Context: an optimization exercise on an open-source flow, tuned for small area. The choices shown serve that exercise and are no tape-out recipe. The RTL was checked by simulation tests, not by an equivalence proof against the original design.

==> flow/design.v (excerpt) <==
module cordic_rotation_top(
    input clk, input nreset, input enable,
    input signed [15:0] x_vec_in, input signed [15:0] y_vec_in,
    input [19:0] target_angle,
    output wire signed [15:0] x_vec_out, output wire signed [15:0] y_vec_out,
    output reg done);
    wire [0:0] t_ge4;
    wire [0:0] t_geC;
    wire [0:0] t_le4;
    wire [0:0] t_leC;
    wire [0:0] negv;
    wire [19:0] tpre;
    wire [0:0] big_pos;
    wire [0:0] big_neg;
    wire [15:0] r0;
    wire [0:0] d0;
    wire [14:0] q1_k;
    wire [14:0] q1_r;
    wire [14:0] q1s_p;
    wire [14:0] q1s_g;
    wire [0:0] q1s_g0c;
    wire [0:0] q1s_G1;
    wire [0:0] q1s_P1;
    wire [0:0] q1s_G2;
    wire [0:0] q1s_P2;
    wire [0:0] q1s_G3;
    wire [0:0] q1s_P3;
    wire [0:0] q1s_G4;
    wire [0:0] q1s_P4;
    wire [0:0] q1s_G5;
    wire [0:0] q1s_P5;
    wire [0:0] q1s_G6;
    wire [0:0] q1s_P6;
    wire [0:0] q1s_G7;
  ...
Size in the first run: roughly 370 flip-flops, roughly 31000 um2 of cells after synthesis.
Settings: LEC_CHECK=0, ABC_AREA=1, CAP_MARGIN=5, CORE_MARGIN=2, CORE_UTILIZATION=40, CTS_CLUSTER_DIAMETER=80, CTS_CLUSTER_SIZE=28, PLACE_DENSITY=0.6, SLEW_MARGIN=5; clock period 6.0 ns.
run.sh (not shown) runs the stock make flow with config.mk's settings and CLKGATE_MAP_FILE= SYNTH_SCRIPT=/design/flow/synth_recipe.tcl, a recipe that flattens the netlist after the stock synthesis.
Change:
--- a/flow/config.mk
+++ b/flow/config.mk
@@ -9 +9 @@
-export CAP_MARGIN = 5
+export CAP_MARGIN = 20
@@ -12,2 +11,0 @@
-export CTS_CLUSTER_DIAMETER = 80
-export CTS_CLUSTER_SIZE = 28
@@ -15 +13 @@
-export SLEW_MARGIN = 5
+export SLEW_MARGIN = 20
Wire length went up by about 0.8%.
Via count went up by about 0.5%.

* * *

Starting RTL as in the previous note.
make LEC_CHECK=0 ABC_AREA=1 CAP_MARGIN=20 CORE_MARGIN=2 CORE_UTILIZATION=40 CTS_CLUSTER_DIAMETER=100 CTS_CLUSTER_SIZE=34 PLACE_DENSITY=0.6 SLEW_MARGIN=20 finish   # period 6.0 ns
Edit:
- CTS_CLUSTER_DIAMETER: 100 -> 80
- CTS_CLUSTER_SIZE: 34 -> 28
Effect: Critical path depth is unchanged. Die area stays the same. Routed wire length rises by 0.38%. Setup slack is worse by 0.021 ns. Area after synthesis does not change. Fmax falls by 0.37%.

* * *

Another version of the RTL of cordic_rotation_top (not shown whole).
For scale: about 370 flip-flops, ~88 I/O pins, roughly 29000 um^2 of cells after synthesis.
==> flow/config.mk <==
export PLATFORM = sky130hd
export DESIGN_NAME = cordic_rotation_top
export DESIGN_NICKNAME = cordic_rotation_top
export VERILOG_FILES = /design/flow/design.v
export SDC_FILE = /design/flow/constraint.sdc
export NUM_CORES = 4
export LEC_CHECK = 0
export ABC_AREA = 1
export CAP_MARGIN = 20
export CORE_MARGIN = 2
export CORE_UTILIZATION = 40
export CTS_CLUSTER_DIAMETER = 100
export CTS_CLUSTER_SIZE = 34
export GPL_TIMING_DRIVEN = 0
export PLACE_DENSITY = 0.6
export SLEW_MARGIN = 20
==> flow/constraint.sdc <==
create_clock -name core_clock -period 6.0 [get_ports {clk}]
set_input_delay 1.2000 -clock core_clock [delete_from_list [all_inputs] [get_ports {clk}]]
set_output_delay 1.2000 -clock core_clock [all_outputs]
set_load 0.01 [all_outputs]
standard.sh (not shown) runs the stock make flow with config.mk's settings and CLKGATE_MAP_FILE= SYNTH_SCRIPT=/design/flow/synth_recipe.tcl, a recipe that flattens the netlist after the stock synthesis.
==> flow/flow/run.sh <==
#!/bin/bash
# Own layout flow: the standard ORFS flow, with one change in synthesis: the ABC
# technology-mapping script (flow/abc_area.script) maps the combinational logic for area
# instead of ORFS's default script. Everything else (registers, flattening, renaming,
# floorplan, placement, CTS, routing) is the standard flow via standard.sh.
set -euo pipefail
W="$(pwd)"
# synthesis script: synth_recipe.tcl with the abc command redirected to our mapping script
{
  head -n 1 synth_recipe.tcl
  cat <<TCL
proc abc {args} {
  set i [lsearch -exact \$args -script]
  if {\$i >= 0} { lset args [expr {\$i+1}] {$W/flow/abc_area.script} }
  yosys abc {*}\$args
}
TCL
  tail -n +2 synth_recipe.tcl
} > "$W/own_synth.tcl"
bash standard.sh SYNTH_SCRIPT="$W/own_synth.tcl" finish > "$W/flow_make.log" 2>&1
==> flow/flow/abc_area.script <==
strash
dch
amap
topo
stime -c
buffer -c
upsize -c
dnsize -c
The baseline produced a layout that fails on setup timing.
Next try:
==> flow/run.sh (new file) <==
#!/bin/bash
# synth_recipe.tcl (not shown) runs the flow's synth.tcl, then flattens the netlist and writes it again
# the make line also repeats each setting of config.mk as NAME=value (left out here)
make -C /OpenROAD-flow-scripts/flow DESIGN_CONFIG=/design/flow/config.mk WORK_HOME=/design/flow/orfs CLKGATE_MAP_FILE= SYNTH_SCRIPT=/design/flow/synth_recipe.tcl finish
removed: flow/flow/run.sh
removed: flow/flow/abc_area.script
removed: flow/standard.sh
After rerunning:
- The new run went through all stages and came out clean
- core utilization decreases by 4.8 points
- cell count decreases by a few percent
- critical path depth decreases by 13
- flip-flop and latch count does not change
- via count decreases by roughly a tenth
- setup slack is better by 1.3 ns
- count of clock-buffer cells in the layout increases by 2
- wire length decreases by about a fifth
- die area increases by a few percent
Next try:
--- a/flow/config.mk
+++ b/flow/config.mk
@@ -9,4 +9,6 @@
 export CAP_MARGIN = 20
+export CELL_PAD_IN_SITES_DETAIL_PLACEMENT = 0
+export CELL_PAD_IN_SITES_GLOBAL_PLACEMENT = 0
 export CORE_MARGIN = 2
-export CORE_UTILIZATION = 40
+export CORE_UTILIZATION = 50
 export CTS_CLUSTER_DIAMETER = 100
@@ -14,3 +16,3 @@
 export GPL_TIMING_DRIVEN = 0
-export PLACE_DENSITY = 0.6
+export PLACE_DENSITY = 0.7
 export SLEW_MARGIN = 20
Result: Cell count drops by about 4%; core utilization went up by 11 points; sequential share of layout area rose by 0.21 points; synthesized area is unchanged; wire length came out lower by about 0.9%; non-clock buffer count goes up by 8; setup slack got worse by 0.0058 ns; via count rises by about 1.1%.
Next try:
--- a/flow/config.mk
+++ b/flow/config.mk
@@ -9,10 +9,7 @@
 export CAP_MARGIN = 20
-export CELL_PAD_IN_SITES_DETAIL_PLACEMENT = 0
-export CELL_PAD_IN_SITES_GLOBAL_PLACEMENT = 0
 export CORE_MARGIN = 2
-export CORE_UTILIZATION = 50
+export CORE_UTILIZATION = 40
 export CTS_CLUSTER_DIAMETER = 100
 export CTS_CLUSTER_SIZE = 34
-export GPL_TIMING_DRIVEN = 0
-export PLACE_DENSITY = 0.7
+export PLACE_DENSITY = 0.6
 export SLEW_MARGIN = 20
Wire length went up by 2.0%; die area went up by 25%; global-route usage went down by 3.3 points.

-- what the ideal ports hide --
Ports are ideal in the flow. The routed layouts listed here were re-timed in OpenROAD.
Step 1 sets driving cells, clkbuf_16 on the clock port and buf_2 on the other inputs (assumed; they add their load-dependent delay and slew).
Step 2 also shifts input and output timing later by t, the mid clock arrival at the registers, as if the neighbouring blocks saw the same clock.
a / b / c = ideal / step 1 / step 2; a / b = the first two.
run	shift t [ns]	setup slack, ns	hold slack, ns
the first run of note 1	0.666	0.396 / 0.396 / 0.188	0.328 / 0.328 / 0.328
the second run of note 1	0.623	0.366 / 0.366 / 0.191	0.325 / 0.325 / 0.325
the first run of note 2	0.637	0.416 / 0.416 / 0.211	0.340 / 0.340 / 0.340
the second run of note 2	0.666	0.396 / 0.396 / 0.188	0.328 / 0.328 / 0.328
the first run of note 3	0.625	-0.935 / -0.934 / -1.559	0.325 / 0.325 / 0.325
the second run of note 3	0.635	0.341 / 0.341 / -0.215	0.336 / 0.336 / 0.336
the third run of note 3	0.617	0.335 / 0.335 / -0.238	0.334 / 0.334 / 0.334
the fourth run of note 3	0.627	0.430 / 0.430 / 0.045	0.338 / 0.338 / 0.338
With both steps, setup timing fails in the second run of note 3 and the third run of note 3, where it was met with ideal ports. For the first run of note 3, which loses most, drivers alone change the setup slack by +0.001 ns; drivers and shift together by -0.624 ns.
